Context: an optimization exercise on an open-source flow, tuned for small area and a short achievable clock period. The choices shown serve that exercise and are no tape-out recipe.
No functional check of the RTL was part of any run shown here.
Power and IR drop assume default switching activity.

==> design/flow/design.v <==
module c_dff
  (clk, reset, active, d, q);
   parameter width = 32;
   parameter offset = 0;
   parameter reset_type = 0;
   parameter [offset:(offset+width)-1] reset_value = {width{1'b0}};
   input clk;
   wire  clk;
   input reset;
   wire  reset;
   input active;
   wire  active;   
   input [offset:(offset+width)-1] d;
   output [offset:(offset+width)-1] q;
   reg [offset:(offset+width)-1] q;
  generate
      case(reset_type)
	0:
	  always @(posedge clk, posedge reset)
	    if(reset)
	      q <= reset_value;
	    else if(active)
	      q <= d;
	1:
	  always @(posedge clk)
	    if(reset)
	      q <= reset_value;
	    else if(active)
	      q <= d;
      endcase 
  endgenerate
endmodule
module STDPmodel_4PWL
(reset, clk, A_pre, A_post, start_replay_phase, W_previous, W_new);
	input reset;
	input clk;
	input A_pre;
	input A_post;
	input start_replay_phase;
	input  [31:0] W_previous;
	output [31:0] W_new;
	reg    [31:0] W_new;
	localparam [31:0] W_MAX = 32'h0020_0000;
	reg [2:0] Count_pre, Count_post;
	always @(posedge clk)
	  if (reset)              Count_pre <= 3'd0;
	  else if (A_pre)         Count_pre <= 3'd6;
	  else if (Count_pre!=0)  Count_pre <= Count_pre - 3'd1;
	always @(posedge clk)
	  if (reset)              Count_post <= 3'd0;
	  else if (A_post)        Count_post <= 3'd6;
	  else if (Count_post!=0) Count_post <= Count_post - 3'd1;
	wire nz_next = !reset && (A_pre || Count_pre > 3'd1) && (A_post || Count_post > 3'd1);
	reg nz;
	always @(posedge clk) nz <= nz_next;
	wire AdaptW = nz && !reset;
	wire [2:0] Delta_Count = Count_post - Count_pre;
	wire d2 = Delta_Count[2];
	wire [2:0] abs_dc = d2 ? (3'd0 - Delta_Count) : Delta_Count;
	reg AdaptW_2, AdaptW_3, AdaptW_4;
	reg sign_dt_hold, sign_dt_q2, sign_dt_q3, sign_dt_q4;
	wire sign_dt_s1 = AdaptW ? d2 : (AdaptW_4 ? sign_dt_hold : 1'b0);
	always @(posedge clk)
	  if (reset) begin
	    AdaptW_2 <= 1'b0; AdaptW_3 <= 1'b0; AdaptW_4 <= 1'b0;
	    sign_dt_hold <= 1'b0;
	    sign_dt_q2 <= 1'b0; sign_dt_q3 <= 1'b0; sign_dt_q4 <= 1'b0;
	  end else begin
	    AdaptW_2 <= AdaptW; AdaptW_3 <= AdaptW_2; AdaptW_4 <= AdaptW_3;
	    sign_dt_hold <= sign_dt_s1;
	    sign_dt_q2 <= sign_dt_s1; sign_dt_q3 <= sign_dt_q2; sign_dt_q4 <= sign_dt_q3;
	  end
	function [31:0] wmax_minus_mask;
	  input [31:0] x;
	  integer i;
	  reg b;
	  begin
	    b = 1'b0;
	    for (i = 0; i < 32; i = i + 1) begin
	      wmax_minus_mask[i] = W_MAX[i] ^ b;
	      b = W_MAX[i] ? (x[i] & b) : (x[i] | b);
	    end
	  end
	endfunction
	wire [31:0] ws_in = W_previous ^ ({32{~d2}} & wmax_minus_mask(W_previous));
	reg  [31:0] Ws_q1, W_previous_q2, base_q;
	reg  g1, v1, v2;
	wire [31:0] w_q1 = Ws_q1 ^ ({32{~g1}} & wmax_minus_mask(Ws_q1));
	always @(posedge clk)
	  if (nz) begin
	    Ws_q1 <= ws_in;  g1 <= d2;
	    W_previous_q2 <= w_q1;
	  end
	always @(posedge clk)
	  if (reset) begin
	    v1 <= 1'b0; v2 <= 1'b0;
	  end else if (nz) begin
	    v1 <= 1'b1; v2 <= v1;
	  end
	wire [31:0] q2_next = nz ? w_q1 : W_previous_q2;
	wire        v2_next = nz ? v1 : v2;
	always @(posedge clk)
	  if (reset)
	    base_q <= 32'd0;
	  else if (nz_next)
	    base_q <= v2_next ? q2_next : 32'd0;
	wire [3:0]  codeT = {d2, abs_dc};
	reg         sgn2;
	always @(posedge clk) sgn2 <= d2;
	wire [31:0] ws = Ws_q1;
	reg [23:0] kc;
	always @(posedge clk)
	  case (codeT)
	    4'b1001: kc <= 24'b101011110010110111000110;
	    4'b1010: kc <= 24'b010011101010011011000110;
	    4'b1011: kc <= 24'b111101100110000011000110;
	    4'b1100: kc <= 24'b100101011111101110011000;
	    4'b0001: kc <= 24'b010011010111000010101011;
	    4'b0010: kc <= 24'b100101000011111001110011;
	    4'b0011: kc <= 24'b110110110010110101000011;
	    default: kc <= 24'b0;
	  endcase
	wire z5_1 = (ws[5] & ~ws[6]);
	wire z5_2 = (~ws[5] & ws[6]);
	wire z5_3 = (ws[5] & ws[6]);
	wire z7_1 = (ws[7] & ~ws[8]);
	wire z7_2 = (~ws[7] & ws[8]);
	wire z7_3 = (ws[7] & ws[8]);
	wire z9_1 = (ws[9] & ~ws[10]);
	wire z9_2 = (~ws[9] & ws[10]);
	wire z9_3 = (ws[9] & ws[10]);
	wire z11_1 = (ws[11] & ~ws[12]);
	wire z11_2 = (~ws[11] & ws[12]);
	wire z11_3 = (ws[11] & ws[12]);
	wire z13_1 = (ws[13] & ~ws[14]);
	wire z13_2 = (~ws[13] & ws[14]);
	wire z13_3 = (ws[13] & ws[14]);
	wire z15_1 = (ws[15] & ~ws[16]);
	wire z15_2 = (~ws[15] & ws[16]);
	wire z15_3 = (ws[15] & ws[16]);
	wire z17_1 = (ws[17] & ~ws[18]);
	wire z17_2 = (~ws[17] & ws[18]);
	wire z17_3 = (ws[17] & ws[18]);
	wire z19_1 = (ws[19] & ~ws[20]);
	wire z19_2 = (~ws[19] & ws[20]);
	wire z19_3 = (ws[19] & ws[20]);
	wire z21_1 = (ws[21] & ~ws[22]);
	wire z21_2 = (~ws[21] & ws[22]);
	wire z21_3 = (ws[21] & ws[22]);
	wire z23_1 = (ws[23] & ~ws[24]);
	wire z23_2 = (~ws[23] & ws[24]);
	wire z23_3 = (ws[23] & ws[24]);
	wire z25_1 = (ws[25] & ~ws[26]);
	wire z25_2 = (~ws[25] & ws[26]);
	wire z25_3 = (ws[25] & ws[26]);
	wire z27_1 = (ws[27] & ~ws[28]);
	wire z27_2 = (~ws[27] & ws[28]);
	wire z27_3 = (ws[27] & ws[28]);
	wire z29_1 = (ws[29] & ~ws[30]);
	wire z29_2 = (~ws[29] & ws[30]);
	wire z29_3 = (ws[29] & ws[30]);
	wire z31_1 = ws[31];
	wire z31_3 = (ws[31] & ws[32]);
	wire k0 = kc[0];
	wire k1 = kc[1];
	wire k2 = kc[2];
	wire k3 = kc[3];
	wire k4 = kc[4];
	wire k5 = kc[5];
	wire k6 = kc[6];
	wire k7 = kc[7];
	wire k8 = kc[8];
	wire k9 = kc[9];
	wire k10 = kc[10];
	wire k11 = kc[11];
	wire k12 = kc[12];
	wire k13 = kc[13];
	wire k14 = kc[14];
	wire k15 = kc[15];
	wire k16 = kc[16];
	wire k17 = kc[17];
	wire k18 = kc[18];
	wire k19 = kc[19];
	wire k20 = kc[20];
	wire k21 = kc[21];
	wire k22 = kc[22];
	wire k23 = kc[23];
	wire pp5_0 = (z5_1 & k0) | (z5_2 & k1) | (z5_3 & k2);
	wire pp5_1 = (z5_2 & k0);
	wire pp5_2 = (z5_3 & k0);
	wire pp7_0 = (z7_1 & k3) | (z7_2 & k4) | (z7_3 & k5);
	wire pp7_1 = (z7_1 & k1) | (z7_2 & k3) | (z7_3 & k6);
	wire pp7_2 = (z7_1 & k0) | (z7_2 & k1) | (z7_3 & k7);
	wire pp7_3 = (z7_2 & k0);
	wire pp7_4 = (z7_3 & k0);
	wire pp9_0 = (z9_1 & k8) | (z9_2 & k9) | (z9_3 & k10);
	wire pp9_1 = (z9_1 & k4) | (z9_2 & k8) | (z9_3 & k11);
	wire pp9_2 = (z9_1 & k3) | (z9_2 & k4) | (z9_3 & k12);
	wire pp9_3 = (z9_1 & k1) | (z9_2 & k3) | (z9_3 & k6);
	wire pp9_4 = (z9_1 & k0) | (z9_2 & k1) | (z9_3 & k7);
	wire pp9_5 = (z9_2 & k0);
	wire pp9_6 = (z9_3 & k0);
	wire pp11_0 = (z11_1 & k13) | (z11_2 & k13);
	wire pp11_1 = (z11_1 & k9) | (z11_2 & k13) | (z11_3 & k9);
	wire pp11_2 = (z11_1 & k8) | (z11_2 & k9) | (z11_3 & k14);
	wire pp11_3 = (z11_1 & k4) | (z11_2 & k8) | (z11_3 & k15);
	wire pp11_4 = (z11_1 & k3) | (z11_2 & k4) | (z11_3 & k16);
	wire pp11_5 = (z11_1 & k1) | (z11_2 & k3) | (z11_3 & k17);
	wire pp11_6 = (z11_1 & k0) | (z11_2 & k1) | (z11_3 & k18);
	wire pp11_7 = (z11_2 & k0);
	wire pp11_8 = (z11_3 & k0);
	wire pp13_0 = (z13_1 & k18) | (z13_2 & k19) | (z13_3 & k20);
	wire pp13_1 = (z13_1 & k13) | (z13_2 & k18) | (z13_3 & k19);
	wire pp13_2 = (z13_1 & k13) | (z13_2 & k13) | (z13_3 & k18);
	wire pp13_3 = (z13_1 & k9) | (z13_2 & k13) | (z13_3 & k9);
	wire pp13_4 = (z13_1 & k8) | (z13_2 & k9) | (z13_3 & k14);
	wire pp13_5 = (z13_1 & k4) | (z13_2 & k8) | (z13_3 & k15);
	wire pp13_6 = (z13_1 & k3) | (z13_2 & k4) | (z13_3 & k16);
	wire pp13_7 = (z13_1 & k1) | (z13_2 & k3) | (z13_3 & k17);
	wire pp13_8 = (z13_1 & k0) | (z13_2 & k1) | (z13_3 & k18);
	wire pp13_9 = (z13_2 & k0);
	wire pp13_10 = (z13_3 & k0);
	wire pp15_0 = (z15_1 & k21) | (z15_3 & k21);
	wire pp15_1 = (z15_1 & k19) | (z15_2 & k21) | (z15_3 & k22);
	wire pp15_2 = (z15_1 & k18) | (z15_2 & k19) | (z15_3 & k23);
	wire pp15_3 = (z15_1 & k13) | (z15_2 & k18) | (z15_3 & k19);
	wire pp15_4 = (z15_1 & k13) | (z15_2 & k13) | (z15_3 & k18);
	wire pp15_5 = (z15_1 & k9) | (z15_2 & k13) | (z15_3 & k9);
	wire pp15_6 = (z15_1 & k8) | (z15_2 & k9) | (z15_3 & k14);
	wire pp15_7 = (z15_1 & k4) | (z15_2 & k8) | (z15_3 & k15);
	wire pp15_8 = (z15_1 & k3) | (z15_2 & k4) | (z15_3 & k16);
	wire pp15_9 = (z15_1 & k1) | (z15_2 & k3) | (z15_3 & k17);
	wire pp15_10 = (z15_1 & k0) | (z15_2 & k1) | (z15_3 & k18);
	wire pp15_11 = (z15_2 & k0);
	wire pp15_12 = (z15_3 & k0);
	wire pp17_2 = (z17_1 & k21) | (z17_3 & k21);
	wire pp17_3 = (z17_1 & k19) | (z17_2 & k21) | (z17_3 & k22);
	wire pp17_4 = (z17_1 & k18) | (z17_2 & k19) | (z17_3 & k23);
	wire pp17_5 = (z17_1 & k13) | (z17_2 & k18) | (z17_3 & k19);
	wire pp17_6 = (z17_1 & k13) | (z17_2 & k13) | (z17_3 & k18);
	wire pp17_7 = (z17_1 & k9) | (z17_2 & k13) | (z17_3 & k9);
	wire pp17_8 = (z17_1 & k8) | (z17_2 & k9) | (z17_3 & k14);
	wire pp17_9 = (z17_1 & k4) | (z17_2 & k8) | (z17_3 & k15);
	wire pp17_10 = (z17_1 & k3) | (z17_2 & k4) | (z17_3 & k16);
	wire pp17_11 = (z17_1 & k1) | (z17_2 & k3) | (z17_3 & k17);
	wire pp17_12 = (z17_1 & k0) | (z17_2 & k1) | (z17_3 & k18);
	wire pp17_13 = (z17_2 & k0);
	wire pp17_14 = (z17_3 & k0);
	wire pp19_4 = (z19_1 & k21) | (z19_3 & k21);
	wire pp19_5 = (z19_1 & k19) | (z19_2 & k21) | (z19_3 & k22);
	wire pp19_6 = (z19_1 & k18) | (z19_2 & k19) | (z19_3 & k23);
	wire pp19_7 = (z19_1 & k13) | (z19_2 & k18) | (z19_3 & k19);
	wire pp19_8 = (z19_1 & k13) | (z19_2 & k13) | (z19_3 & k18);
	wire pp19_9 = (z19_1 & k9) | (z19_2 & k13) | (z19_3 & k9);
	wire pp19_10 = (z19_1 & k8) | (z19_2 & k9) | (z19_3 & k14);
	wire pp19_11 = (z19_1 & k4) | (z19_2 & k8) | (z19_3 & k15);
	wire pp19_12 = (z19_1 & k3) | (z19_2 & k4) | (z19_3 & k16);
	wire pp19_13 = (z19_1 & k1) | (z19_2 & k3) | (z19_3 & k17);
	wire pp19_14 = (z19_1 & k0) | (z19_2 & k1) | (z19_3 & k18);
	wire pp19_15 = (z19_2 & k0);
	wire pp19_16 = (z19_3 & k0);
	wire pp21_6 = (z21_1 & k21) | (z21_3 & k21);
	wire pp21_7 = (z21_1 & k19) | (z21_2 & k21) | (z21_3 & k22);
	wire pp21_8 = (z21_1 & k18) | (z21_2 & k19) | (z21_3 & k23);
	wire pp21_9 = (z21_1 & k13) | (z21_2 & k18) | (z21_3 & k19);
	wire pp21_10 = (z21_1 & k13) | (z21_2 & k13) | (z21_3 & k18);
	wire pp21_11 = (z21_1 & k9) | (z21_2 & k13) | (z21_3 & k9);
	wire pp21_12 = (z21_1 & k8) | (z21_2 & k9) | (z21_3 & k14);
	wire pp21_13 = (z21_1 & k4) | (z21_2 & k8) | (z21_3 & k15);
	wire pp21_14 = (z21_1 & k3) | (z21_2 & k4) | (z21_3 & k16);
	wire pp21_15 = (z21_1 & k1) | (z21_2 & k3) | (z21_3 & k17);
	wire pp21_16 = (z21_1 & k0) | (z21_2 & k1) | (z21_3 & k18);
	wire pp21_17 = (z21_2 & k0);
	wire pp21_18 = (z21_3 & k0);
	wire pp23_8 = (z23_1 & k21) | (z23_3 & k21);
	wire pp23_9 = (z23_1 & k19) | (z23_2 & k21) | (z23_3 & k22);
	wire pp23_10 = (z23_1 & k18) | (z23_2 & k19) | (z23_3 & k23);
	wire pp23_11 = (z23_1 & k13) | (z23_2 & k18) | (z23_3 & k19);
	wire pp23_12 = (z23_1 & k13) | (z23_2 & k13) | (z23_3 & k18);
	wire pp23_13 = (z23_1 & k9) | (z23_2 & k13) | (z23_3 & k9);
	wire pp23_14 = (z23_1 & k8) | (z23_2 & k9) | (z23_3 & k14);
	wire pp23_15 = (z23_1 & k4) | (z23_2 & k8) | (z23_3 & k15);
	wire pp23_16 = (z23_1 & k3) | (z23_2 & k4) | (z23_3 & k16);
	wire pp23_17 = (z23_1 & k1) | (z23_2 & k3) | (z23_3 & k17);
	wire pp23_18 = (z23_1 & k0) | (z23_2 & k1) | (z23_3 & k18);
	wire pp23_19 = (z23_2 & k0);
	wire pp23_20 = (z23_3 & k0);
	wire pp25_10 = (z25_1 & k21) | (z25_3 & k21);
	wire pp25_11 = (z25_1 & k19) | (z25_2 & k21) | (z25_3 & k22);
	wire pp25_12 = (z25_1 & k18) | (z25_2 & k19) | (z25_3 & k23);
	wire pp25_13 = (z25_1 & k13) | (z25_2 & k18) | (z25_3 & k19);
	wire pp25_14 = (z25_1 & k13) | (z25_2 & k13) | (z25_3 & k18);
	wire pp25_15 = (z25_1 & k9) | (z25_2 & k13) | (z25_3 & k9);
	wire pp25_16 = (z25_1 & k8) | (z25_2 & k9) | (z25_3 & k14);
	wire pp25_17 = (z25_1 & k4) | (z25_2 & k8) | (z25_3 & k15);
	wire pp25_18 = (z25_1 & k3) | (z25_2 & k4) | (z25_3 & k16);
	wire pp25_19 = (z25_1 & k1) | (z25_2 & k3) | (z25_3 & k17);
	wire pp25_20 = (z25_1 & k0) | (z25_2 & k1) | (z25_3 & k18);
	wire pp25_21 = (z25_2 & k0);
	wire pp25_22 = (z25_3 & k0);
	wire pp27_12 = (z27_1 & k21) | (z27_3 & k21);
	wire pp27_13 = (z27_1 & k19) | (z27_2 & k21) | (z27_3 & k22);
	wire pp27_14 = (z27_1 & k18) | (z27_2 & k19) | (z27_3 & k23);
	wire pp27_15 = (z27_1 & k13) | (z27_2 & k18) | (z27_3 & k19);
	wire pp27_16 = (z27_1 & k13) | (z27_2 & k13) | (z27_3 & k18);
	wire pp27_17 = (z27_1 & k9) | (z27_2 & k13) | (z27_3 & k9);
	wire pp27_18 = (z27_1 & k8) | (z27_2 & k9) | (z27_3 & k14);
	wire pp27_19 = (z27_1 & k4) | (z27_2 & k8) | (z27_3 & k15);
	wire pp27_20 = (z27_1 & k3) | (z27_2 & k4) | (z27_3 & k16);
	wire pp27_21 = (z27_1 & k1) | (z27_2 & k3) | (z27_3 & k17);
	wire pp27_22 = (z27_1 & k0) | (z27_2 & k1) | (z27_3 & k18);
	wire pp27_23 = (z27_2 & k0);
	wire pp27_24 = (z27_3 & k0);
	wire pp29_14 = (z29_1 & k21) | (z29_3 & k21);
	wire pp29_15 = (z29_1 & k19) | (z29_2 & k21) | (z29_3 & k22);
	wire pp29_16 = (z29_1 & k18) | (z29_2 & k19) | (z29_3 & k23);
	wire pp29_17 = (z29_1 & k13) | (z29_2 & k18) | (z29_3 & k19);
	wire pp29_18 = (z29_1 & k13) | (z29_2 & k13) | (z29_3 & k18);
	wire pp29_19 = (z29_1 & k9) | (z29_2 & k13) | (z29_3 & k9);
	wire pp29_20 = (z29_1 & k8) | (z29_2 & k9) | (z29_3 & k14);
	wire pp29_21 = (z29_1 & k4) | (z29_2 & k8) | (z29_3 & k15);
	wire pp29_22 = (z29_1 & k3) | (z29_2 & k4) | (z29_3 & k16);
	wire pp29_23 = (z29_1 & k1) | (z29_2 & k3) | (z29_3 & k17);
	wire pp29_24 = (z29_1 & k0) | (z29_2 & k1) | (z29_3 & k18);
	wire pp29_25 = (z29_2 & k0);
	wire pp29_26 = (z29_3 & k0);
	wire pp31_16 = (z31_1 & k21) | (z31_3 & k21);
	wire pp31_17 = (z31_1 & k19) | (z31_3 & k19);
	wire pp31_18 = (z31_1 & k18) | (z31_3 & k18);
	wire pp31_19 = (z31_1 & k13) | (z31_3 & k13);
	wire pp31_20 = (z31_1 & k13) | (z31_3 & k13);
	wire pp31_21 = (z31_1 & k9) | (z31_3 & k9);
	wire pp31_22 = (z31_1 & k8) | (z31_3 & k8);
	wire pp31_23 = (z31_1 & k4) | (z31_3 & k4);
	wire pp31_24 = (z31_1 & k3) | (z31_3 & k3);
	wire pp31_25 = (z31_1 & k1) | (z31_3 & k1);
	wire pp31_26 = (z31_1 & k0) | (z31_3 & k0);
	wire m_s0 = pp5_2 ^ pp7_2;
	wire m_c0 = pp5_2 & pp7_2;
	wire m_s1 = pp7_3 ^ pp9_3;
	wire m_c1 = pp7_3 & pp9_3;
	wire m_s2 = pp7_4 ^ pp9_4 ^ pp11_4;
	wire m_c2 = (pp7_4 & pp9_4) | (pp7_4 & pp11_4) | (pp9_4 & pp11_4);
	wire m_s3 = pp9_5 ^ pp11_5;
	wire m_c3 = pp9_5 & pp11_5;
	wire m_s4 = pp9_6 ^ pp11_6 ^ pp13_6;
	wire m_c4 = (pp9_6 & pp11_6) | (pp9_6 & pp13_6) | (pp11_6 & pp13_6);
	wire m_s5 = pp11_7 ^ pp13_7;
	wire m_c5 = pp11_7 & pp13_7;
	wire m_s6 = pp11_8 ^ pp13_8 ^ pp15_8;
	wire m_c6 = (pp11_8 & pp13_8) | (pp11_8 & pp15_8) | (pp13_8 & pp15_8);
	wire m_s7 = pp13_9 ^ pp15_9;
	wire m_c7 = pp13_9 & pp15_9;
	wire m_s8 = pp13_10 ^ pp15_10 ^ pp17_10;
	wire m_c8 = (pp13_10 & pp15_10) | (pp13_10 & pp17_10) | (pp15_10 & pp17_10);
	wire m_s9 = pp15_11 ^ pp17_11;
	wire m_c9 = pp15_11 & pp17_11;
	wire m_s10 = pp15_12 ^ pp17_12 ^ pp19_12;
	wire m_c10 = (pp15_12 & pp17_12) | (pp15_12 & pp19_12) | (pp17_12 & pp19_12);
	wire m_s11 = pp17_13 ^ pp19_13;
	wire m_c11 = pp17_13 & pp19_13;
	wire m_s12 = pp17_14 ^ pp19_14 ^ pp21_14;
	wire m_c12 = (pp17_14 & pp19_14) | (pp17_14 & pp21_14) | (pp19_14 & pp21_14);
	wire m_s13 = pp19_15 ^ pp21_15;
	wire m_c13 = pp19_15 & pp21_15;
	wire m_s14 = pp19_16 ^ pp21_16 ^ pp23_16;
	wire m_c14 = (pp19_16 & pp21_16) | (pp19_16 & pp23_16) | (pp21_16 & pp23_16);
	wire m_s15 = pp21_17 ^ pp23_17;
	wire m_c15 = pp21_17 & pp23_17;
	wire m_s16 = pp21_18 ^ pp23_18;
	wire m_c16 = pp21_18 & pp23_18;
	wire m_s17 = pp5_0 ^ pp7_0 ^ pp9_0;
	wire m_c17 = (pp5_0 & pp7_0) | (pp5_0 & pp9_0) | (pp7_0 & pp9_0);
	wire m_s18 = pp5_1 ^ pp7_1 ^ pp9_1;
	wire m_c18 = (pp5_1 & pp7_1) | (pp5_1 & pp9_1) | (pp7_1 & pp9_1);
	wire m_s19 = pp11_1 ^ pp13_1;
	wire m_c19 = pp11_1 & pp13_1;
	wire m_s20 = m_s0 ^ pp9_2 ^ pp11_2;
	wire m_c20 = (m_s0 & pp9_2) | (m_s0 & pp11_2) | (pp9_2 & pp11_2);
	wire m_s21 = pp13_2 ^ pp15_2 ^ pp17_2;
	wire m_c21 = (pp13_2 & pp15_2) | (pp13_2 & pp17_2) | (pp15_2 & pp17_2);
	wire m_s22 = m_s1 ^ pp11_3 ^ pp13_3;
	wire m_c22 = (m_s1 & pp11_3) | (m_s1 & pp13_3) | (pp11_3 & pp13_3);
	wire m_s23 = pp15_3 ^ pp17_3 ^ m_c0;
	wire m_c23 = (pp15_3 & pp17_3) | (pp15_3 & m_c0) | (pp17_3 & m_c0);
	wire m_s24 = m_s2 ^ pp13_4 ^ pp15_4;
	wire m_c24 = (m_s2 & pp13_4) | (m_s2 & pp15_4) | (pp13_4 & pp15_4);
	wire m_s25 = pp17_4 ^ pp19_4 ^ m_c1;
	wire m_c25 = (pp17_4 & pp19_4) | (pp17_4 & m_c1) | (pp19_4 & m_c1);
	wire m_s26 = m_s3 ^ pp13_5 ^ pp15_5;
	wire m_c26 = (m_s3 & pp13_5) | (m_s3 & pp15_5) | (pp13_5 & pp15_5);
	wire m_s27 = pp17_5 ^ pp19_5 ^ m_c2;
	wire m_c27 = (pp17_5 & pp19_5) | (pp17_5 & m_c2) | (pp19_5 & m_c2);
	wire m_s28 = m_s4 ^ pp15_6 ^ pp17_6;
	wire m_c28 = (m_s4 & pp15_6) | (m_s4 & pp17_6) | (pp15_6 & pp17_6);
	wire m_s29 = pp19_6 ^ pp21_6 ^ m_c3;
	wire m_c29 = (pp19_6 & pp21_6) | (pp19_6 & m_c3) | (pp21_6 & m_c3);
	wire m_s30 = m_s5 ^ pp15_7 ^ pp17_7;
	wire m_c30 = (m_s5 & pp15_7) | (m_s5 & pp17_7) | (pp15_7 & pp17_7);
	wire m_s31 = pp19_7 ^ pp21_7 ^ m_c4;
	wire m_c31 = (pp19_7 & pp21_7) | (pp19_7 & m_c4) | (pp21_7 & m_c4);
	wire m_s32 = m_s6 ^ pp17_8 ^ pp19_8;
	wire m_c32 = (m_s6 & pp17_8) | (m_s6 & pp19_8) | (pp17_8 & pp19_8);
	wire m_s33 = pp21_8 ^ pp23_8 ^ m_c5;
	wire m_c33 = (pp21_8 & pp23_8) | (pp21_8 & m_c5) | (pp23_8 & m_c5);
	wire m_s34 = m_s7 ^ pp17_9 ^ pp19_9;
	wire m_c34 = (m_s7 & pp17_9) | (m_s7 & pp19_9) | (pp17_9 & pp19_9);
	wire m_s35 = pp21_9 ^ pp23_9 ^ m_c6;
	wire m_c35 = (pp21_9 & pp23_9) | (pp21_9 & m_c6) | (pp23_9 & m_c6);
	wire m_s36 = m_s8 ^ pp19_10 ^ pp21_10;
	wire m_c36 = (m_s8 & pp19_10) | (m_s8 & pp21_10) | (pp19_10 & pp21_10);
	wire m_s37 = pp23_10 ^ pp25_10 ^ m_c7;
	wire m_c37 = (pp23_10 & pp25_10) | (pp23_10 & m_c7) | (pp25_10 & m_c7);
	wire m_s38 = m_s9 ^ pp19_11 ^ pp21_11;
	wire m_c38 = (m_s9 & pp19_11) | (m_s9 & pp21_11) | (pp19_11 & pp21_11);
	wire m_s39 = pp23_11 ^ pp25_11 ^ m_c8;
	wire m_c39 = (pp23_11 & pp25_11) | (pp23_11 & m_c8) | (pp25_11 & m_c8);
	wire m_s40 = m_s10 ^ pp21_12 ^ pp23_12;
	wire m_c40 = (m_s10 & pp21_12) | (m_s10 & pp23_12) | (pp21_12 & pp23_12);
	wire m_s41 = pp25_12 ^ pp27_12 ^ m_c9;
	wire m_c41 = (pp25_12 & pp27_12) | (pp25_12 & m_c9) | (pp27_12 & m_c9);
	wire m_s42 = m_s11 ^ pp21_13 ^ pp23_13;
	wire m_c42 = (m_s11 & pp21_13) | (m_s11 & pp23_13) | (pp21_13 & pp23_13);
	wire m_s43 = pp25_13 ^ pp27_13 ^ m_c10;
	wire m_c43 = (pp25_13 & pp27_13) | (pp25_13 & m_c10) | (pp27_13 & m_c10);
	wire m_s44 = m_s12 ^ pp23_14 ^ pp25_14;
	wire m_c44 = (m_s12 & pp23_14) | (m_s12 & pp25_14) | (pp23_14 & pp25_14);
	wire m_s45 = pp27_14 ^ pp29_14 ^ m_c11;
	wire m_c45 = (pp27_14 & pp29_14) | (pp27_14 & m_c11) | (pp29_14 & m_c11);
	wire m_s46 = m_s13 ^ pp23_15 ^ pp25_15;
	wire m_c46 = (m_s13 & pp23_15) | (m_s13 & pp25_15) | (pp23_15 & pp25_15);
	wire m_s47 = pp27_15 ^ pp29_15 ^ m_c12;
	wire m_c47 = (pp27_15 & pp29_15) | (pp27_15 & m_c12) | (pp29_15 & m_c12);
	wire m_s48 = m_s14 ^ pp25_16 ^ pp27_16;
	wire m_c48 = (m_s14 & pp25_16) | (m_s14 & pp27_16) | (pp25_16 & pp27_16);
	wire m_s49 = pp29_16 ^ pp31_16 ^ m_c13;
	wire m_c49 = (pp29_16 & pp31_16) | (pp29_16 & m_c13) | (pp31_16 & m_c13);
	wire m_s50 = m_s15 ^ pp25_17 ^ pp27_17;
	wire m_c50 = (m_s15 & pp25_17) | (m_s15 & pp27_17) | (pp25_17 & pp27_17);
	wire m_s51 = pp29_17 ^ pp31_17 ^ m_c14;
	wire m_c51 = (pp29_17 & pp31_17) | (pp29_17 & m_c14) | (pp31_17 & m_c14);
	wire m_s52 = m_s16 ^ pp25_18 ^ pp27_18;
	wire m_c52 = (m_s16 & pp25_18) | (m_s16 & pp27_18) | (pp25_18 & pp27_18);
	wire m_s53 = pp29_18 ^ pp31_18 ^ m_c15;
	wire m_c53 = (pp29_18 & pp31_18) | (pp29_18 & m_c15) | (pp31_18 & m_c15);
	wire m_s54 = pp23_19 ^ pp25_19 ^ pp27_19;
	wire m_c54 = (pp23_19 & pp25_19) | (pp23_19 & pp27_19) | (pp25_19 & pp27_19);
	wire m_s55 = pp29_19 ^ pp31_19 ^ m_c16;
	wire m_c55 = (pp29_19 & pp31_19) | (pp29_19 & m_c16) | (pp31_19 & m_c16);
	wire m_s56 = pp23_20 ^ pp25_20 ^ pp27_20;
	wire m_c56 = (pp23_20 & pp25_20) | (pp23_20 & pp27_20) | (pp25_20 & pp27_20);
	wire m_s57 = pp29_20 ^ pp31_20;
	wire m_c57 = pp29_20 & pp31_20;
	wire m_s58 = pp25_21 ^ pp27_21 ^ pp29_21;
	wire m_c58 = (pp25_21 & pp27_21) | (pp25_21 & pp29_21) | (pp27_21 & pp29_21);
	wire m_s59 = pp25_22 ^ pp27_22;
	wire m_c59 = pp25_22 & pp27_22;
	wire m_s60 = m_s17 ^ pp11_0;
	wire m_c60 = m_s17 & pp11_0;
	wire m_s61 = m_s18 ^ m_s19 ^ pp15_1;
	wire m_c61 = (m_s18 & m_s19) | (m_s18 & pp15_1) | (m_s19 & pp15_1);
	wire m_s62 = m_s20 ^ m_s21 ^ m_c18;
	wire m_c62 = (m_s20 & m_s21) | (m_s20 & m_c18) | (m_s21 & m_c18);
	wire m_s63 = m_s22 ^ m_s23 ^ m_c20;
	wire m_c63 = (m_s22 & m_s23) | (m_s22 & m_c20) | (m_s23 & m_c20);
	wire m_s64 = m_s24 ^ m_s25 ^ m_c22;
	wire m_c64 = (m_s24 & m_s25) | (m_s24 & m_c22) | (m_s25 & m_c22);
	wire m_s65 = m_s26 ^ m_s27 ^ m_c24;
	wire m_c65 = (m_s26 & m_s27) | (m_s26 & m_c24) | (m_s27 & m_c24);
	wire m_s66 = m_s28 ^ m_s29 ^ m_c26;
	wire m_c66 = (m_s28 & m_s29) | (m_s28 & m_c26) | (m_s29 & m_c26);
	wire m_s67 = m_s30 ^ m_s31 ^ m_c28;
	wire m_c67 = (m_s30 & m_s31) | (m_s30 & m_c28) | (m_s31 & m_c28);
	wire m_s68 = m_s32 ^ m_s33 ^ m_c30;
	wire m_c68 = (m_s32 & m_s33) | (m_s32 & m_c30) | (m_s33 & m_c30);
	wire m_s69 = m_s34 ^ m_s35 ^ m_c32;
	wire m_c69 = (m_s34 & m_s35) | (m_s34 & m_c32) | (m_s35 & m_c32);
	wire m_s70 = m_s36 ^ m_s37 ^ m_c34;
	wire m_c70 = (m_s36 & m_s37) | (m_s36 & m_c34) | (m_s37 & m_c34);
	wire m_s71 = m_s38 ^ m_s39 ^ m_c36;
	wire m_c71 = (m_s38 & m_s39) | (m_s38 & m_c36) | (m_s39 & m_c36);
	wire m_s72 = m_s40 ^ m_s41 ^ m_c38;
	wire m_c72 = (m_s40 & m_s41) | (m_s40 & m_c38) | (m_s41 & m_c38);
	wire m_s73 = m_s42 ^ m_s43 ^ m_c40;
	wire m_c73 = (m_s42 & m_s43) | (m_s42 & m_c40) | (m_s43 & m_c40);
	wire m_s74 = m_s44 ^ m_s45 ^ m_c42;
	wire m_c74 = (m_s44 & m_s45) | (m_s44 & m_c42) | (m_s45 & m_c42);
	wire m_s75 = m_s46 ^ m_s47 ^ m_c44;
	wire m_c75 = (m_s46 & m_s47) | (m_s46 & m_c44) | (m_s47 & m_c44);
	wire m_s76 = m_s48 ^ m_s49 ^ m_c46;
	wire m_c76 = (m_s48 & m_s49) | (m_s48 & m_c46) | (m_s49 & m_c46);
	wire m_s77 = m_s50 ^ m_s51 ^ m_c48;
	wire m_c77 = (m_s50 & m_s51) | (m_s50 & m_c48) | (m_s51 & m_c48);
	wire m_s78 = m_s52 ^ m_s53 ^ m_c50;
	wire m_c78 = (m_s52 & m_s53) | (m_s52 & m_c50) | (m_s53 & m_c50);
	wire m_s79 = m_s54 ^ m_s55 ^ m_c52;
	wire m_c79 = (m_s54 & m_s55) | (m_s54 & m_c52) | (m_s55 & m_c52);
	wire m_s80 = m_s56 ^ m_s57 ^ m_c54;
	wire m_c80 = (m_s56 & m_s57) | (m_s56 & m_c54) | (m_s57 & m_c54);
	wire m_s81 = m_s58 ^ pp31_21 ^ m_c56;
	wire m_c81 = (m_s58 & pp31_21) | (m_s58 & m_c56) | (pp31_21 & m_c56);
	wire m_s82 = m_s59 ^ pp29_22 ^ pp31_22;
	wire m_c82 = (m_s59 & pp29_22) | (m_s59 & pp31_22) | (pp29_22 & pp31_22);
	wire m_s83 = pp27_23 ^ pp29_23 ^ pp31_23;
	wire m_c83 = (pp27_23 & pp29_23) | (pp27_23 & pp31_23) | (pp29_23 & pp31_23);
	wire m_s84 = pp27_24 ^ pp29_24;
	wire m_c84 = pp27_24 & pp29_24;
	wire m_s85 = m_s60 ^ pp13_0;
	wire m_c85 = m_s60 & pp13_0;
	wire m_s86 = m_s61 ^ m_c17 ^ m_c60;
	wire m_c86 = (m_s61 & m_c17) | (m_s61 & m_c60) | (m_c17 & m_c60);
	wire m_s87 = m_s62 ^ m_c19 ^ m_c61;
	wire m_c87 = (m_s62 & m_c19) | (m_s62 & m_c61) | (m_c19 & m_c61);
	wire m_s88 = m_s63 ^ m_c21 ^ m_c62;
	wire m_c88 = (m_s63 & m_c21) | (m_s63 & m_c62) | (m_c21 & m_c62);
	wire m_s89 = m_s64 ^ m_c23 ^ m_c63;
	wire m_c89 = (m_s64 & m_c23) | (m_s64 & m_c63) | (m_c23 & m_c63);
	wire m_s90 = m_s65 ^ m_c25 ^ m_c64;
	wire m_c90 = (m_s65 & m_c25) | (m_s65 & m_c64) | (m_c25 & m_c64);
	wire m_s91 = m_s66 ^ m_c27 ^ m_c65;
	wire m_c91 = (m_s66 & m_c27) | (m_s66 & m_c65) | (m_c27 & m_c65);
	wire m_s92 = m_s67 ^ m_c29 ^ m_c66;
	wire m_c92 = (m_s67 & m_c29) | (m_s67 & m_c66) | (m_c29 & m_c66);
	wire m_s93 = m_s68 ^ m_c31 ^ m_c67;
	wire m_c93 = (m_s68 & m_c31) | (m_s68 & m_c67) | (m_c31 & m_c67);
	wire m_s94 = m_s69 ^ m_c33 ^ m_c68;
	wire m_c94 = (m_s69 & m_c33) | (m_s69 & m_c68) | (m_c33 & m_c68);
	wire m_s95 = m_s70 ^ m_c35 ^ m_c69;
	wire m_c95 = (m_s70 & m_c35) | (m_s70 & m_c69) | (m_c35 & m_c69);
	wire m_s96 = m_s71 ^ m_c37 ^ m_c70;
	wire m_c96 = (m_s71 & m_c37) | (m_s71 & m_c70) | (m_c37 & m_c70);
	wire m_s97 = m_s72 ^ m_c39 ^ m_c71;
	wire m_c97 = (m_s72 & m_c39) | (m_s72 & m_c71) | (m_c39 & m_c71);
	wire m_s98 = m_s73 ^ m_c41 ^ m_c72;
	wire m_c98 = (m_s73 & m_c41) | (m_s73 & m_c72) | (m_c41 & m_c72);
	wire m_s99 = m_s74 ^ m_c43 ^ m_c73;
	wire m_c99 = (m_s74 & m_c43) | (m_s74 & m_c73) | (m_c43 & m_c73);
	wire m_s100 = m_s75 ^ m_c45 ^ m_c74;
	wire m_c100 = (m_s75 & m_c45) | (m_s75 & m_c74) | (m_c45 & m_c74);
	wire m_s101 = m_s76 ^ m_c47 ^ m_c75;
	wire m_c101 = (m_s76 & m_c47) | (m_s76 & m_c75) | (m_c47 & m_c75);
	wire m_s102 = m_s77 ^ m_c49 ^ m_c76;
	wire m_c102 = (m_s77 & m_c49) | (m_s77 & m_c76) | (m_c49 & m_c76);
	wire m_s103 = m_s78 ^ m_c51 ^ m_c77;
	wire m_c103 = (m_s78 & m_c51) | (m_s78 & m_c77) | (m_c51 & m_c77);
	wire m_s104 = m_s79 ^ m_c53 ^ m_c78;
	wire m_c104 = (m_s79 & m_c53) | (m_s79 & m_c78) | (m_c53 & m_c78);
	wire m_s105 = m_s80 ^ m_c55 ^ m_c79;
	wire m_c105 = (m_s80 & m_c55) | (m_s80 & m_c79) | (m_c55 & m_c79);
	wire m_s106 = m_s81 ^ m_c57 ^ m_c80;
	wire m_c106 = (m_s81 & m_c57) | (m_s81 & m_c80) | (m_c57 & m_c80);
	wire m_s107 = m_s82 ^ m_c58 ^ m_c81;
	wire m_c107 = (m_s82 & m_c58) | (m_s82 & m_c81) | (m_c58 & m_c81);
	wire m_s108 = m_s83 ^ m_c59 ^ m_c82;
	wire m_c108 = (m_s83 & m_c59) | (m_s83 & m_c82) | (m_c59 & m_c82);
	wire m_s109 = m_s84 ^ pp31_24 ^ m_c83;
	wire m_c109 = (m_s84 & pp31_24) | (m_s84 & m_c83) | (pp31_24 & m_c83);
	wire m_s110 = pp29_25 ^ pp31_25 ^ m_c84;
	wire m_c110 = (pp29_25 & pp31_25) | (pp29_25 & m_c84) | (pp31_25 & m_c84);
	wire m_s111 = pp29_26 ^ pp31_26;
	wire m_c111 = pp29_26 & pp31_26;
	wire [27:0] prod_a = {m_c111, m_s111, m_s110, m_s109, m_s108, m_s107, m_s106, m_s105, m_s104, m_s103, m_s102, m_s101, m_s100, m_s99, m_s98, m_s97, m_s96, m_s95, m_s94, m_s93, m_s92, m_s91, m_s90, m_s89, m_s88, m_s87, m_s86, m_s85};
	wire [27:0] prod_b = {1'b0, m_c110, m_c109, m_c108, m_c107, m_c106, m_c105, m_c104, m_c103, m_c102, m_c101, m_c100, m_c99, m_c98, m_c97, m_c96, m_c95, m_c94, m_c93, m_c92, m_c91, m_c90, m_c89, m_c88, m_c87, m_c86, m_c85, pp15_0};
	reg [27:0] P3a, P3b;
	reg        sgn3;
	always @(posedge clk) begin
	  P3a  <= prod_a;
	  P3b  <= prod_b;
	  sgn3 <= sgn2;
	end
	wire [31:0] bx = base_q ^ {32{sgn3}};
	wire [27:0] cs_s = bx[27:0] ^ P3a ^ P3b;
	wire [27:0] cs_c = (bx[27:0] & P3a) | (bx[27:0] & P3b) | (P3a & P3b);
	wire [31:0] r = {bx[31:28], cs_s} + {3'd0, cs_c, 1'b0};
	reg  [31:0] WB4;
	always @(posedge clk)
	  WB4 <= r ^ {32{sgn3}};
	wire [31:0] W_B = AdaptW_4 ? WB4 : W_previous;
	always @(posedge clk)
	  if (start_replay_phase && (AdaptW_4 || AdaptW) && W_B[31])
	    W_new <= sign_dt_q4 ? 32'd0 : W_MAX;
	  else if (start_replay_phase && (AdaptW_4 || AdaptW))
	    W_new <= W_B;
	  else
	    W_new <= W_previous;
endmodule
==> design/flow/run.sh <==
#!/bin/bash
# synth_recipe.tcl (not shown) runs the flow's synth.tcl, then flattens the netlist and writes it again
# the make line also repeats each setting of config.mk as NAME=value (left out here)
make -C /OpenROAD-flow-scripts/flow DESIGN_CONFIG=/design/flow/config.mk WORK_HOME=/design/flow/orfs CLKGATE_MAP_FILE= SYNTH_SCRIPT=/design/flow/synth_recipe.tcl finish
==> design/flow/config.mk <==
export PLATFORM = sky130hd
export DESIGN_NAME = STDPmodel_4PWL
export DESIGN_NICKNAME = STDPmodel_4PWL
export VERILOG_FILES = /design/flow/design.v
export SDC_FILE = /design/flow/constraint.sdc
export NUM_CORES = 4
export LEC_CHECK = 0
export CAP_MARGIN = 20
export CORE_MARGIN = 2
export CORE_UTILIZATION = 40
export SETUP_SLACK_MARGIN = 5
export SLEW_MARGIN = 20
==> design/flow/constraint.sdc <==
create_clock -name core_clock -period 7.5 [get_ports {clk}]
set_input_delay 1.5000 -clock core_clock [delete_from_list [all_inputs] [get_ports {clk}]]
set_output_delay 1.5000 -clock core_clock [all_outputs]
set_load 0.01 [all_outputs]
==> results.sh, run 1 <==
export IMPL_relSlewSlack_pct=36.7
export IMPL_drc=0
export IMPL_via_per_inst=5.33
export IMPL_htreeDepth=1
export IMPL_grt_pass1_vias=13818
export IMPL_drive_above_1_share_pct=34.9
export IMPL_initialDrtViolationCount=989
export IMPL_synth_main_ff_cell="dfxtp_1"
export IMPL_grt_usage_pct=23.2
export IMPL_timing_rr_start="sgn3$_DFF_P_"
export IMPL_clk_latency_ns=0.56
export IMPL_cts_buffers=29
export IMPL_clockBufferDepth=3
export IMPL_syn_avg_cell_area_um2=9.30
export IMPL_power_per_cell_area_nw_per_um2=476
export IMPL_clockRootBuffer="clkbuf_16"
export IMPL_crit_path_max_fanout=4
export IMPL_syn2layout_area_growth_pct=33.2
export IMPL_ys_warnings_count=2
export IMPL_p_leak_uw=0.00950
export IMPL_slew_violations=0
export IMPL_cp_top_family="simple AND/OR/NAND/NOR gates"
export IMPL_start_util_pct=40.7
export IMPL_cts_sinks=257
export IMPL_grt_setup_unrepaired="true"
export IMPL_finalSetupViolCount=0
export IMPL_fin_tns_setup_ns=0
export IMPL_cts_hold_buf=0
export IMPL_crit_end="Ws_q1[31]$_DFFE_PP_"
export IMPL_crit_chain="buf_8 -> or4_4 -> or4_4 -> or4b_4 -> or4b_4 -> or4_4 -> or4_4 -> a21oi_4 -> nand3b_4 -> o41ai_4 -> xnor2_1"
export IMPL_worstPathArrival_ns=5.22
export IMPL_cts_tree="yes"
export IMPL_start_kind="input pin"
export IMPL_overflow=0
export IMPL_use_met3_pct=2.90
export IMPL_fin_skew_ns=0.0174
export IMPL_ys_ff_latch=257
export IMPL_syn_cell_area_um2=16300
export IMPL_grt_max_degree=62
export IMPL_synthesis_nets=1961
export IMPL_hpwl_um=30600
export IMPL_yosysTopAreaCell="dfxtp_1"
export IMPL_path_common_cell="or4_4"
export IMPL_synthArstFlopShare_pct=0
export IMPL_num_rows=73
export IMPL_fmaxAchievable_mhz=203
export IMPL_routed_wl_um=50000
export IMPL_hold_path_class="flip-flop to flip-flop"
export IMPL_use_met2_pct=40.0
export IMPL_grt_pass1_wl_um=75500
export IMPL_die_h_um=206
export IMPL_die_area_um2=42300
export IMPL_r2r_cells=15
export IMPL_drt_pass1_iterations=5
export IMPL_crit_path_max_incr_delay_ns=0.53
export IMPL_final_common_cell="dfxtp_1"
export IMPL_vdd_drop_max_mv=0.453
export IMPL_synth_distinct_cells=58
export IMPL_worstPathRequired_ns=7.80
export IMPL_grt_use_met1_pct=29.4
export IMPL_portBuffers=68
export IMPL_setup_worst_path_end_class="flip-flop"
export IMPL_timing_final_crit_share_pct=65.6
export IMPL_nets=2132
export IMPL_tightest_slew_ns=0.941
export IMPL_die_x_um=206
export IMPL_busiest_layer="met2"
export IMPL_reg2reg_slack_ns=3.63
export IMPL_hold_viol=0
export IMPL_routabilityCongestion=0.842
export IMPL_fp_coreArea_um2=39900
export IMPL_yosysSeqAreaShare_pct=33.7
export IMPL_ant_nets=0
export IMPL_path_class="input pin to flip-flop"
export IMPL_post_route_util_pct=54.2
export IMPL_cp_buffers_inverters=1
export IMPL_synth_top_area_share_pct=27.6
export IMPL_fin_crit_ns=4.92
export IMPL_synthCells=1748
export IMPL_synthTopCellsByArea="dfxtp_1 (28%), fa_1 (15%), xnor2_1 (6.6%), edfxtp_1 (6.1%), inv_1 (5.0%)"
export IMPL_cp_depth=11
export IMPL_synth_edf_count=33
export IMPL_wl_per_cell_um=20.2
export IMPL_path_clk_slew_ns=0.06
export IMPL_status="finished clean"
export IMPL_layout_common_cells="dfxtp_1 (197), inv_1 (179), nand2_1 (136)"
export IMPL_cap_violations=0
export IMPL_r2r_end="WB4[23]$_DFF_P_"
export IMPL_cp_slowest_cell="or4_4"
export IMPL_crit_start="W_previous[0]"
export IMPL_antenna_found_initial=0
export IMPL_vias=13148
export IMPL_ios=69
## final cells by class
cell class	count	area (um2)
clock buffers	36	772
inverters	218	826
repair buffers	262	2690
fillers	3413	18300
clock inverters	17	134
multi-input cells	1151	11000
diodes	2	5.00
flip-flops and latches	257	5530
well taps	525	657
## worst min path at each step
stage	from	end	slack (ns)	depth (start not counted)
after floorplan	sgn2$_DFF_P_	sgn3$_DFF_P_	0.31	0
after global placement	sgn2$_DFF_P_	sgn3$_DFF_P_	0.31	0
after detailed placement	sgn2$_DFF_P_	sgn3$_DFF_P_	0.32	0
after CTS	sgn2$_DFF_P_	sgn3$_DFF_P_	0.33	0
after global routing	sgn2$_DFF_P_	sgn3$_DFF_P_	0.33	0
final	sgn2$_DFF_P_	sgn3$_DFF_P_	0.32	0
## cells by family after synthesis
group,Yosys count,synth area share [%]
compound gates,324,13.1
xor+xnor,162,8.73
fa+ha+maj,176,19.3
simple gates,398,11.3
flops,257,33.7
buf+inv,342,7.90
mux,89,6.00
## worst reg2reg max path, cell delays in order (launching register included)
cell      delay, ns
dfxtp_4        0.48
buf_12         0.18
xnor2_2        0.09
fa_1           0.51
inv_2          0.05
fa_2           0.36
a21o_1         0.16
a21o_1         0.16
a21o_1         0.20
o31ai_4        0.32
o31ai_4        0.10
nand4b_1       0.25
a221o_2        0.50
a21o_1         0.20
a21oi_2        0.13
xnor2_1        0.12
## cell usage after synthesis (3+ instances only)
master / n
dfxtp_1: 224
inv_1: 218
nand2_1: 147
nor2_1: 132
fa_1: 124
a21oi_1: 123
xnor2_1: 122
clkbuf_1: 107
mux2_2: 68
ha_1: 52
a22oi_1: 44
a22o_1: 43
o21ai_0: 42
xor2_1: 40
edfxtp_1: 33
and3_1: 27
mux2i_1: 21
nor2b_1: 21
a21o_1: 19
buf_1: 17
and2_1: 14
nor3_1: 12
a32o_1: 11
a31oi_1: 8
nand2b_1: 7
o31ai_1: 7
nand3_1: 6
o21a_1: 5
or2_2: 5
or3_1: 5
or4_4: 4
a211oi_1: 3
nand3b_1: 3
nor4_1: 3
## report_power, final
group / total, uW / internal [uW] / switching, uW / leakage, uW
combinational: 6760 / 3270 / 3490 / 0.00688
sequential: 2200 / 1900 / 300 / 0.00218
clock: 1360 / 766 / 590 / 0.000430
total: 10300 / 5930 / 4380 / 0.00950
## state kept, by name (all words and copies together), names as in the netlist, 3 cells and up
signal and cells:
Count_post 3, Count_pre 3, P3a 28, P3b 27, WB4 32, W_new 32, W_previous_q2 32, Ws_q1 32
base_q 32, kc 24
## per-layer routing
layer  part of all wire, %  vias up
met5                     0        -
met3                   4.7      126
met2                    49      395
li1                      -     6071
met1                    42     6556
met4                   4.4        0
## what timing repair did
item,in CTS,in global routing
cloned,4,3
buffers inserted,138,29
pin swaps,107,123
setup endpoints to repair,236,214
resized for setup,402,146
## stage by stage
stage                     power [uW]  std cells  setup slack (ns)  cell area, um2  hold WS (ns)
after global routing           11200       2466              2.55           21600         0.330
after detailed placement        7810       2239              1.53           17900         0.321
after global placement          7710       2239              1.56           17900         0.314
after CTS                      10000       2434              2.64           20800         0.327
after floorplan                 6430       1748              2.25           17200         0.310
final                          10300       2468              2.58           21600         0.323
==> inputs of run 2 (changes only) <==
--- a/design/flow/design.v
+++ b/design/flow/design.v
@@ -50,9 +50,9 @@
 	  if (reset)              Count_post <= 3'd0;
 	  else if (A_post)        Count_post <= 3'd6;
 	  else if (Count_post!=0) Count_post <= Count_post - 3'd1;
-	wire nz_next = !reset && (A_pre || Count_pre > 3'd1) && (A_post || Count_post > 3'd1);
 	reg nz;
-	always @(posedge clk) nz <= nz_next;
+	always @(posedge clk)
+	  nz <= !reset && (A_pre || Count_pre > 3'd1) && (A_post || Count_post > 3'd1);
 	wire AdaptW = nz && !reset;
 	wire [2:0] Delta_Count = Count_post - Count_pre;
 	wire d2 = Delta_Count[2];
@@ -83,27 +83,22 @@
 	  end
 	endfunction
 	wire [31:0] ws_in = W_previous ^ ({32{~d2}} & wmax_minus_mask(W_previous));
-	reg  [31:0] Ws_q1, W_previous_q2, base_q;
-	reg  g1, v1, v2;
-	wire [31:0] w_q1 = Ws_q1 ^ ({32{~g1}} & wmax_minus_mask(Ws_q1));
+	reg  [31:0] Ws_q1, W_previous_q2, W_previous_q3;
+	reg  g1;
+	wire [31:0] w_q1  = Ws_q1 ^ ({32{~g1}} & wmax_minus_mask(Ws_q1));
 	always @(posedge clk)
 	  if (nz) begin
 	    Ws_q1 <= ws_in;  g1 <= d2;
 	    W_previous_q2 <= w_q1;
+	    W_previous_q3 <= W_previous_q2;
 	  end
+	reg v1, v2, v3;
 	always @(posedge clk)
 	  if (reset) begin
-	    v1 <= 1'b0; v2 <= 1'b0;
+	    v1 <= 1'b0; v2 <= 1'b0; v3 <= 1'b0;
 	  end else if (nz) begin
-	    v1 <= 1'b1; v2 <= v1;
+	    v1 <= 1'b1; v2 <= v1; v3 <= v2;
 	  end
-	wire [31:0] q2_next = nz ? w_q1 : W_previous_q2;
-	wire        v2_next = nz ? v1 : v2;
-	always @(posedge clk)
-	  if (reset)
-	    base_q <= 32'd0;
-	  else if (nz_next)
-	    base_q <= v2_next ? q2_next : 32'd0;
 	wire [3:0]  codeT = {d2, abs_dc};
 	reg         sgn2;
 	always @(posedge clk) sgn2 <= d2;
@@ -568,7 +563,9 @@
 	  P3b  <= prod_b;
 	  sgn3 <= sgn2;
 	end
-	wire [31:0] bx = base_q ^ {32{sgn3}};
+	wire [31:0] base = nz ? (v2 ? W_previous_q2 : 32'd0)
+	                      : (v3 ? W_previous_q3 : 32'd0);
+	wire [31:0] bx = base ^ {32{sgn3}};
 	wire [27:0] cs_s = bx[27:0] ^ P3a ^ P3b;
 	wire [27:0] cs_c = (bx[27:0] & P3a) | (bx[27:0] & P3b) | (P3a & P3b);
 	wire [31:0] r = {bx[31:28], cs_s} + {3'd0, cs_c, 1'b0};
==> run 2 against run 1 <==
Net effect: largest cell class unchanged; global-route usage decreased by 0.44 points; cell area increased by 1.9%; flip-flop and latch count increased by 1; sequential power increased by 2%; register-to-register slack improved by 0.25 ns; routed wire length increased by 1.5%.
==> results.sh, run 2 <==
export IMPL_hpwl_um=30900
export IMPL_vdd_drop_max_mv=0.324
export IMPL_drive_above_1_share_pct=34.5
export IMPL_hold_viol=0
export IMPL_synth_top_area_share_pct=19.5
export IMPL_cp_buffers_inverters=2
export IMPL_htreeDepth=1
export IMPL_die_area_um2=42900
export IMPL_multiInputGateArea_um2=10600
export IMPL_synth_main_ff_cell="dfxtp_1"
export IMPL_grt_max_degree=54
export IMPL_path_common_cell="xor2_1"
export IMPL_final_common_cell="inv_1"
export IMPL_setup_worst_path_end_class="flip-flop"
export IMPL_cp_top_family="compound AO/OA/AOI/OAI gates"
export IMPL_die_h_um=207
export IMPL_reg2reg_slack_ns=3.88
export IMPL_grt_pass1_wl_um=76300
export IMPL_overflow=0
export IMPL_yosysSeqAreaShare_pct=37.2
export IMPL_synthArstFlopShare_pct=0
export IMPL_worstPathRequired_ns=7.99
export IMPL_worstPathArrival_ns=4.11
export IMPL_synthXorXnorAreaFrac_pct=8.06
export IMPL_wl_per_cell_um=20.7
export IMPL_p_leak_uw=0.00933
export IMPL_synth_compound_area_share_pct=13.5
export IMPL_relSlewSlack_pct=49.1
export IMPL_synthTopCellsByArea="dfxtp_1 (20%), edfxtp_1 (18%), fa_1 (15%), inv_1 (4.9%), xnor2_1 (4.2%)"
export IMPL_synth_distinct_cells=59
export IMPL_cts_sinks=258
export IMPL_synthesis_nets=1903
export IMPL_cap_violations=0
export IMPL_cts_tree="yes"
export IMPL_synth_edf_count=97
export IMPL_slew_violations=0
export IMPL_cp_slowest_cell="fa_1"
export IMPL_die_x_um=207
export IMPL_grt_pass1_vias=13464
export IMPL_ys_warnings_count=2
export IMPL_yosys_mux_area_fraction_pct=4.73
export IMPL_routabilityCongestion=0.865
export IMPL_ios=69
export IMPL_layout_common_cells="inv_1 (173), nand2_1 (142), dfxtp_1 (135)"
export IMPL_nFillCells=3500
export IMPL_synthCells=1690
export IMPL_syn2layout_area_growth_pct=33.6
export IMPL_syn_avg_cell_area_um2=9.77
export IMPL_yosysMostFrequentCell="inv_1"
export IMPL_fin_crit_ns=3.62
export IMPL_clockBufferDepth=3
export IMPL_via_per_inst=5.37
export IMPL_hold_worst_slack_ns=0.330
export IMPL_finalSetupViolCount=0
export IMPL_grt_setup_unrepaired="true"
export IMPL_fin_tns_setup_ns=0
export IMPL_drt_pass1_iterations=6
export IMPL_regArea_um2=6180
export IMPL_path_clk_slew_ns=0.06
export IMPL_fmaxAchievable_mhz=276
export IMPL_path_class="flip-flop to flip-flop"
export IMPL_post_route_util_pct=54.0
export IMPL_status="finished clean"
export IMPL_start_util_pct=40.4
export IMPL_ant_nets=0
export IMPL_tightest_slew_ns=0.762
export IMPL_synthTopCellsByCount="inv_1 (216), dfxtp_1 (161), nand2_1 (156)"
export IMPL_crit_chain="nor2b_4 -> buf_12 -> a22oi_2 -> xor2_1 -> fa_1 -> inv_2 -> ha_4 -> fa_2 -> a211o_1 -> a2111oi_4 -> o21a_2 -> a211o_4 -> a21oi_4 -> o221ai_2 -> xor2_1"
export IMPL_synth_fa_ha_area_share_pct=19.0
export IMPL_antenna_found_initial=1
export IMPL_fin_skew_ns=0.0202
export IMPL_timing_final_crit_share_pct=48.3
export IMPL_clk_latency_ns=0.56
export IMPL_start_kind="flip-flop"
export IMPL_power_per_cell_area_nw_per_um2=496
export IMPL_routed_wl_um=50700
export IMPL_num_rows=74
export IMPL_syn_cell_area_um2=16500
export IMPL_fp_coreArea_um2=40800
export IMPL_antennaDiodeCount=0
export IMPL_drc=0
export IMPL_vias=13169
export IMPL_portBuffers=68
export IMPL_grt_usage_pct=22.7
export IMPL_synthSimpleGateAreaFrac_pct=10.0
export IMPL_synth_top_family_by_area="adder cells"
export IMPL_cts_buffers=28
export IMPL_crit_path_max_incr_delay_ns=0.54
export IMPL_initialDrtViolationCount=984
export IMPL_hold_path_class="flip-flop to flip-flop"
export IMPL_cts_hold_buf=0
export IMPL_nets=2110
export IMPL_power_total_uw=10900
export IMPL_crit_path_max_fanout=4
export IMPL_yosysTopAreaCell="dfxtp_1"
export IMPL_clockRootBuffer="clkbuf_16"
export IMPL_ys_ff_latch=258
==> run 2: final timing paths <==
check,from,cells after the start,endpoint
hold / removal,sgn2$_DFF_P_,0,sgn3$_DFF_P_
hold reg to reg,sgn2$_DFF_P_,0,sgn3$_DFF_P_
setup reg to reg,nz$_DFF_P_,15,WB4[31]$_DFF_P_
setup / recovery,nz$_DFF_P_,15,WB4[31]$_DFF_P_
==> run 2: per-layer routing <==
layer  wire length, um  up-vias  global-route usage, %
li1                  -     6026                      -
met1             21100     6612                   29.5
met2             24600      413                   38.1
met3              3100      116                   3.90
met4              1910        2                   8.42
met5                13        -                      0
==> run 2: area by class of cell <==
class	count	share of cell area, %
sequential	258	28.0
inverter	218	3.83
timing repair buffer	287	12.8
clock inverter	18	0.856
tap	532	3.02
multi-input combinational	1104	47.9
clock buffer	34	3.56
==> run 2: kinds of logic after synthesis <==
group,count (synthesis)
muxes,73
adders and majority gates,176
AOI/OAI and AO/OA,341
xor gates and xnor gates,152
and+or+nand+nor,360
DFF,258
buffers and inverters,330
==> run 2: power by group <==
part | total [uW] | internal [uW] | switching (uW)
Combinational | 7230 | 3520 | 3710
Sequential | 2250 | 1960 | 294
Clock | 1460 | 854 | 602
==> run 2: what timing repair did <==
action,4_1_cts,5_1_grt
pin swaps,95,107
cloned,6,2
endpoints found under the setup margin,202,168
setup buffers,135,62
resized for setup,384,183
==> run 2: metrics by stage <==
stage                     setup WS, ns  cell area [um2]  instances
after global placement            2.78            18000       2192
after detailed placement          2.74            18000       2192
after CTS                         3.81            20800       2385
after floorplan                   3.20            17300       1690
final                             3.88            22100       2451
after global routing              3.79            22100       2451
==> inputs of run 3 (changes only) <==
--- a/design/flow/config.mk
+++ b/design/flow/config.mk
@@ -8,5 +8,5 @@
 export CAP_MARGIN = 20
 export CORE_MARGIN = 2
 export CORE_UTILIZATION = 40
-export SETUP_SLACK_MARGIN = 5
+export SETUP_SLACK_MARGIN = 3
 export SLEW_MARGIN = 20
==> run 3 against run 2 <==
Net effect: still clean on timing, DRC and antenna; fmax decreased by 17%; synthesized cell count unchanged; non-clock buffer count fell by 196; worst hold slack got worse by 0.0028 ns; synthesized area did not move; clock skew down 0.0046 ns; critical path type unchanged; largest cell class unchanged.
==> results.sh, run 3 <==
export IMPL_synth_main_ff_cell="dfxtp_1"
export IMPL_fp_coreArea_um2=40800
export IMPL_cap_violations=0
export IMPL_drive_above_1_share_pct=7.31
export IMPL_synth_edf_count=97
export IMPL_synthTopCellsByArea="dfxtp_1 (20%), edfxtp_1 (18%), fa_1 (15%), inv_1 (4.9%), xnor2_1 (4.2%)"
export IMPL_nets=1913
export IMPL_fmaxAchievable_mhz=228
export IMPL_die_h_um=207
export IMPL_final_common_cell="inv_1"
export IMPL_vias=12139
export IMPL_fin_crit_ns=4.38
export IMPL_clockBufferDepth=3
export IMPL_via_per_inst=5.38
export IMPL_synth_top_area_share_pct=19.5
export IMPL_r2r_cells=14
export IMPL_die_x_um=207
export IMPL_synthCells=1690
export IMPL_yosysSeqAreaShare_pct=37.2
export IMPL_portBuffers=68
export IMPL_drc=0
export IMPL_ys_ff_latch=258
export IMPL_drt_pass1_iterations=5
export IMPL_fin_skew_ns=0.0156
export IMPL_crit_path_max_incr_delay_ns=0.50
export IMPL_antennaDiodeCount=0
export IMPL_post_route_util_pct=45.6
export IMPL_die_area_um2=42900
export IMPL_hold_viol=0
export IMPL_grt_pass1_wl_um=70800
export IMPL_power_per_cell_area_nw_per_um2=477
export IMPL_tightest_slew_ns=1.21
export IMPL_cp_top_family="compound AO/OA/AOI/OAI gates"
export IMPL_start_kind="flip-flop"
export IMPL_setup_worst_path_end_class="flip-flop"
export IMPL_clk_latency_ns=0.56
export IMPL_routabilityCongestion=0.908
export IMPL_ant_nets=0
export IMPL_cp_buffers_inverters=1
export IMPL_ys_warnings_count=2
export IMPL_clockRootBuffer="clkbuf_16"
export IMPL_finalSetupViolCount=0
export IMPL_netSwitchingFraction_pct=43.7
export IMPL_overflow=0
export IMPL_wl_per_cell_um=20.4
export IMPL_initialDrtViolationCount=854
export IMPL_slew_violations=0
export IMPL_reg2reg_slack_ns=3.12
export IMPL_hold_path_class="flip-flop to flip-flop"
export IMPL_dp_slack_ns=2.55
export IMPL_cp_slowest_cell="fa_1"
export IMPL_routed_wl_um=46000
export IMPL_cts_sinks=258
export IMPL_layout_common_cells="inv_1 (216), dfxtp_1 (158), nand2_1 (155)"
export IMPL_syn_cell_area_um2=16500
export IMPL_synth_distinct_cells=59
export IMPL_clkPwrFrac_pct=15.8
export IMPL_power_switching_uw=3880
export IMPL_relSlewSlack_pct=19.5
export IMPL_timing_final_crit_share_pct=58.4
export IMPL_synthTopCellsByCount="inv_1 (216), dfxtp_1 (161), nand2_1 (156)"
export IMPL_cts_tree="yes"
export IMPL_htreeDepth=1
export IMPL_combPwrFrac_pct=58.2
export IMPL_status="finished clean"
export IMPL_grt_max_degree=62
export IMPL_vdd_drop_max_mv=0.243
export IMPL_min_to="sgn3$_DFF_P_"
export IMPL_yosysMostFrequentCell="inv_1"
export IMPL_antenna_found_initial=1
export IMPL_grt_pass1_vias=12363
export IMPL_synthArstFlopShare_pct=0
export IMPL_synthesis_nets=1903
export IMPL_p_leak_uw=0.00790
export IMPL_ios=69
export IMPL_worstPathArrival_ns=4.87
export IMPL_num_rows=74
export IMPL_crit_chain="nor2b_2 -> a22oi_1 -> xor2_1 -> fa_1 -> inv_1 -> ha_1 -> fa_1 -> a211o_1 -> a2111oi_2 -> o21a_1 -> a211o_1 -> a21oi_1 -> o221ai_1 -> xor2_1"
export IMPL_syn2layout_area_growth_pct=12.7
export IMPL_crit_path_max_fanout=12
export IMPL_start_util_pct=40.4
export IMPL_yosysTopAreaCell="dfxtp_1"
export IMPL_grt_usage_pct=21.0
export IMPL_hp_start="sgn2$_DFF_P_"
export IMPL_p_int_uw=4990
export IMPL_cts_buffers=29
export IMPL_fin_tns_setup_ns=0
export IMPL_hold_depth=0
export IMPL_cts_hold_buf=0
export IMPL_pwr_share_seq_pct=26.0
export IMPL_syn_avg_cell_area_um2=9.77
export IMPL_path_clk_slew_ns=0.06
export IMPL_r2r_end="WB4[31]$_DFF_P_"
export IMPL_hpwl_um=33000
export IMPL_worstPathRequired_ns=7.99
export IMPL_grt_setup_unrepaired="false"
export IMPL_path_class="flip-flop to flip-flop"
export IMPL_timing_final_ws_setup_ns=3.12
export IMPL_timing_rr_start="nz$_DFF_P_"
## run 3: worst max-delay path by stage
stage | depth (start not counted) | end | slack [ns] | start
final | 14 | WB4[31]$_DFF_P_ | 3.12 | nz$_DFF_P_
after global routing | 8 | Ws_q1[31]$_DFFE_PP_ | 3.00 | W_previous[4]
after global placement | 14 | WB4[31]$_DFF_P_ | 2.64 | nz$_DFF_P_
after floorplan | 16 | WB4[23]$_DFF_P_ | 3.00 | nz$_DFF_P_
after detailed placement | 14 | WB4[31]$_DFF_P_ | 2.55 | nz$_DFF_P_
after CTS | 14 | WB4[29]$_DFF_P_ | 3.08 | nz$_DFF_P_
## run 3: power groups by stage
stage	Sequential [uW]	Combinational, uW	Clock [uW]
2_1_floorplan	2090	3910	0
3_3_place_gp	2330	5030	0
3_5_place_dp	2340	5110	0
4_1_cts	2310	5160	1420
5_1_grt	2350	5820	1480
6_report	2310	5160	1400
## run 3: cell families after synthesis
family / count (synthesis) / synth area share, %
xor+xnor: 152 / 8.06
buf+inv: 330 / 7.54
simple gates: 360 / 10.0
flops: 258 / 37.2
compound gates: 341 / 13.5
fa+ha+maj: 176 / 19.0
mux: 73 / 4.73
## run 3: layout make-up
cell class              instances  area (um2)
multi-input cells            1102        9170
fillers                      3844       22200
repair buffers                 91         881
flip-flops and latches        258        6140
well taps                     532         666
inverters                     218         818
clock inverters                12         131
clock buffers                  42         805
## run 3: routing by layer
layer | track usage [%] | up-vias | part of all wire (%)
met5 | 0 | - | 0.024
met4 | 6.50 | 2 | 3.2
met3 | 2.97 | 92 | 5.9
met2 | 36.0 | 405 | 48
met1 | 27.6 | 6006 | 43
li1 | - | 5634 | -
## run 3: timing repair
item,CTS,global route
setup buffers,1,1
setup endpoints to repair,19,13
gates resized for setup,2,4
## run 3: through the flow
| stage | cell area [um2] | power [uW] | cells | hold WS [ns] |
|---|---|---|---|---|
| 6_report | 18600 | 8870 | 2255 | 0.327 |
| 5_1_grt | 18600 | 9650 | 2255 | 0.334 |
| 4_1_cts | 18600 | 8890 | 2254 | 0.326 |
| 3_5_place_dp | 17600 | 7450 | 2199 | 0.315 |
| 3_3_place_gp | 17600 | 7360 | 2199 | 0.311 |
| 2_1_floorplan | 16500 | 5990 | 1690 | 0.310 |

separate check: timing with driven ports:
The results above use ideal ports. As a check the final layouts listed here were re-extracted and re-timed, cells and wires unchanged. Step 1 assumes that a clkbuf_16 drives the clock port and a buf_2 every other input. Step 2 also shifts input and output timing later by t, the mid clock arrival at the registers, as if the neighbouring blocks saw the same clock. Slacks: no drivers / after step 1 / after step 2; pairs: no drivers / after step 1.
| run | t, ns | setup WS [ns] | pins driven straight from the clock port |
|---|---|---|---|
| run 1 | 0.605 | 2.580 / 2.592 / 1.986 | 1 |
| run 2 | 0.605 | 3.876 / 3.876 / 3.610 | 1 |
| run 3 | 0.601 | 3.120 / 3.120 / 2.723 | 1 |
After both steps setup and hold are still met in every run listed. For run 1, which loses most, drivers alone change the setup slack by +0.012 ns; drivers and shift together by -0.594 ns.
